Context: an optimization exercise on an open-source flow, tuned for small area, a short achievable clock period and few clock cycles. The choices shown serve that exercise and are no tape-out recipe. Function was checked by simulation only, so behaviour that the tests miss may differ from the original. Power figures rest on the tool's default switching activity, not on a simulated workload.

// PipelinedCPU
module PipelinedCPU(clk, reset, imem_addr, imem_data, dmem_addr, dmem_wdata, dmem_we, dmem_rdata);
	input  clk;
	input  reset;
	output [31:0] imem_addr;
	input  [31:0] imem_data;
	output [31:0] dmem_addr;
	output [31:0] dmem_wdata;
	output dmem_we;
	input  [31:0] dmem_rdata;
	parameter START_PC = 32'h40;
	wire [3:0]  f_cls = imem_data[31:28];
	wire [3:0]  f_op  = imem_data[27:24];
	wire [3:0]  f_a   = imem_data[23:20];
	wire [3:0]  f_b   = imem_data[19:16];
	wire [3:0]  f_c   = imem_data[15:12];
	wire [15:0] f_imm = imem_data[15:0];
	wire f_alur = (f_cls == 4'hC);
	wire f_alui = (f_cls == 4'h4);
	wire f_cmpr = (f_cls == 4'hD);
	wire f_cmpi = (f_cls == 4'h5);
	wire f_br   = (f_cls == 4'h2);
	wire f_jal  = (f_cls == 4'h6);
	wire f_lw   = (f_cls == 4'h7);
	wire f_sw   = (f_cls == 4'h3);
	wire f_mvhi = f_alui & (f_op == 4'hF);
	wire f_brz  = f_br & (f_op == 4'h2 | f_op == 4'hD | f_op == 4'h8 |
	                      f_op == 4'h1 | f_op == 4'hE | f_op == 4'hF);
	wire       f_bs  = (f_cls[3:1] == 3'b001);         
	wire [3:0] idx1 = f_b;
	wire [3:0] idx2 = f_bs ? f_a : f_c;
	wire [31:0] rf1, rf2;
	wire        x_we;
	wire [3:0]  x_dst;
	wire [31:0] x_res;
	wire byp1 = x_we & (x_dst == idx1);
	wire byp2 = x_we & (x_dst == idx2);
	RegFile regfile(clk, reset, idx1, idx2, byp1, byp2, x_res, rf1, rf2, x_we, x_dst, x_res);
	wire [31:0] f_simm = {{16{f_imm[15]}}, f_imm};
	wire [31:0] f_bval = f_mvhi ? {f_imm, 16'b0} :
	                     (f_alui | f_cmpi) ? f_simm :
	                     rf2;
	reg [2:0] f_tt;
	always @(*) begin
		case (f_op)
			4'h0: f_tt = 3'b111;  
			4'h1: f_tt = 3'b011;  
			4'h2: f_tt = 3'b100;  
			4'h3: f_tt = 3'b000;  
			4'h5: f_tt = 3'b011;  
			4'h6: f_tt = 3'b100;  
			4'h8: f_tt = 3'b110;  
			4'h9: f_tt = 3'b010;  
			4'hA: f_tt = 3'b101;  
			4'hB: f_tt = 3'b001;  
			4'hC: f_tt = 3'b110;  
			4'hD: f_tt = 3'b010;  
			4'hE: f_tt = 3'b101;  
			default: f_tt = 3'b001;  
		endcase
	end
	wire f_isalu = f_alur | (f_alui & ~f_mvhi);
	wire f_radd  = f_isalu & (f_op == 4'h7);
	wire f_rsub  = f_isalu & (f_op == 4'h6);
	wire f_rlog  = f_isalu & ~(f_op == 4'h7) & ~(f_op == 4'h6);
	wire f_cmp   = f_cmpr | f_cmpi;
	wire f_sub   = f_rsub | f_cmp | f_br;
	wire f_invb  = f_rsub | f_cmp;
	wire f_inva  = f_br;
  ...
Size: roughly 5,000 cells after synthesis.
clock: 8.0 ns
lec_check: 0
abc_area: 1
cap_margin: 20
core_margin: 2
core_utilization: 40
setup_slack_margin: 3.8
slew_margin: 20
standard.sh (not shown) runs the stock make flow with config.mk's settings and CLKGATE_MAP_FILE= SYNTH_SCRIPT=/design/flow/synth_recipe.tcl, a recipe that flattens the netlist after the stock synthesis.
==> flow/flow/run.sh <==
#!/bin/bash
# Own flow: the standard layout (standard.sh, unchanged synthesis) with two changes:
#  - the port buffers are plain buffers (sky130_fd_sc_hd__buf_4) instead of the delay cells
#    buffer_ports picks by default;
#  - clock tree synthesis uses larger sink clusters and no dummy loads, for a shallower tree.
# Each step's output goes to its own log file here.
set -euo pipefail
export BUFFER_PORTS_ARGS="-buffer_cell sky130_fd_sc_hd__buf_4"
export CTS_ARGS="-sink_clustering_enable -repair_clock_nets -sink_clustering_size 20 -sink_clustering_max_diameter 80 -dont_use_dummy_load"
bash standard.sh synth > synth.log 2>&1
bash standard.sh > layout.log 2>&1
Testbench counts at the start, summed over its fixed seeds: cycles 35,396.
Rerun with:
- CORE_UTILIZATION: 40 -> 55
- SETUP_SLACK_MARGIN: 3.8 -> 3.5
Effect:
- final cell count fell by 6.9%
- clock skew fell by 0.013 ns
- power fell by 4.6%
- synthesized cell count does not change
- count of clock-buffer cells in the layout rose by 1
- global-route usage rose by 9.9 points
- critical path depth fell by 3
- sequential power is about the same
- wire length fell by 8.3%
- clock power is about the same
Rerun with:
--- a/flow/flow/run.sh
+++ b/flow/flow/run.sh
@@ -8,3 +8,3 @@
 export BUFFER_PORTS_ARGS="-buffer_cell sky130_fd_sc_hd__buf_4"
-export CTS_ARGS="-sink_clustering_enable -repair_clock_nets -sink_clustering_size 20 -sink_clustering_max_diameter 80 -dont_use_dummy_load"
+export CTS_ARGS="-sink_clustering_enable -repair_clock_nets -sink_clustering_size 30 -sink_clustering_max_diameter 100 -dont_use_dummy_load"
 bash standard.sh synth > synth.log 2>&1
- CORE_UTILIZATION: 55 -> 40
- SETUP_SLACK_MARGIN: 3.5 -> 3.8
Global-route usage falls by 9.8 points. Utilization goes down by 14 points. Worst setup slack gets better by 0.047 ns. Power climbs by 1.8%. Sequential power stays flat. Sequential share of layout area is lower by 2.4 points. Routed wire length went up by 9.4%. First-iteration DRC count falls by 6.8%.
Rerun with:
==> flow/flow/run.sh (replaced) <==
#!/bin/bash
# Own flow: the standard layout (standard.sh) with these changes:
#  - synthesis is the standard flow's script (synth_recipe.tcl) with flow/abc_split.tcl added, which maps
#    the register file with ABC's speed script and the rest with the chosen one (the design
#    is synthesized per module, SYNTH_HIERARCHICAL 1, and flattened as the standard flow's script does);
#  - the port buffers are plain buffers (sky130_fd_sc_hd__buf_4) instead of the delay cells
#    buffer_ports picks by default;
#  - clock tree synthesis uses larger sink clusters and no dummy loads, for a shallower tree.
# Each step's output goes to its own log file here.
set -euo pipefail
export BUFFER_PORTS_ARGS="-buffer_cell sky130_fd_sc_hd__buf_4"
export CTS_ARGS="-sink_clustering_enable -repair_clock_nets -sink_clustering_size 20 -sink_clustering_max_diameter 80 -dont_use_dummy_load"
{ head -n 1 synth_recipe.tcl; cat flow/abc_split.tcl; tail -n +2 synth_recipe.tcl; } > my_synth.tcl
sed 's#synth_recipe\.tcl#my_synth.tcl#g' standard.sh > my_standard.sh
grep -q my_synth.tcl my_standard.sh
bash my_standard.sh synth > synth.log 2>&1
bash my_standard.sh > layout.log 2>&1
==> flow/flow/abc_split.tcl (new file) <==
# Technology mapping with two ABC scripts: the register file (its read multiplexers) with the
# speed script, which maps them onto mux4 cells in far less area, and the rest of the design
# with the script the flow settings choose. Registers are mapped before ABC runs, so they are
# the same as in the standard synthesis.
proc abc {args} {
  set i [lsearch -exact $args -script]
  set rest [lreplace $args $i [expr {$i + 1}]]
  set chosen [lindex $args [expr {$i + 1}]]
  yosys abc -script $::env(SCRIPTS_DIR)/abc_speed.script {*}$rest RegFile
  yosys abc -script $chosen {*}$rest PipelinedCPU
}
- SETUP_SLACK_MARGIN: 3.8 -> 3.5
- SYNTH_HIERARCHICAL: not set -> 1
After rerunning:
- area after synthesis shrinks slightly
- final area shrinks by a few percent
- clock-buffer cell count grows by 15
- die area shrinks slightly
- worst setup slack is worse by 0.16 ns
- worst hold slack is worse by 0.022 ns
- utilization shrinks by 1.8 points
- global-route usage shrinks by 1.3 points
- sequential power barely changes

static timing again, ports no longer ideal:
The flow's constraints put no driver on any port. The routed layouts listed below were extracted and timed again, unchanged, in two steps. Step 1 (the two cells are an assumption about what drives the block):
set clk [get_ports {clk}]
set_driving_cell -lib_cell sky130_fd_sc_hd__clkbuf_16 $clk
set_driving_cell -lib_cell sky130_fd_sc_hd__buf_2 [delete_from_list [all_inputs] $clk]
Step 2 times the ports against the registers' clock, not the clock port: input delays grow and output delays shrink by t, the midpoint of the rising clock arrivals with the driver on. a / b / c = no drivers / after step 1 / after step 2; a / b = the first two.
run	t, ns	slack for setup (ns)	hold WS [ns]
the first run	0.665	3.564 / 3.494 / 3.117	0.565 / 0.565 / 0.565
the second run	0.696	3.419 / 3.344 / 2.929	0.565 / 0.565 / 0.565
the third run	0.709	3.466 / 3.396 / 3.137	0.574 / 0.574 / 0.574
the fourth run	0.686	3.303 / 3.330 / 2.644	0.552 / 0.552 / 0.552
After both steps every run listed still meets setup and hold. The setup slack of the fourth run, which loses most, moves by +0.027 ns with the drivers and by -0.659 ns with both steps.
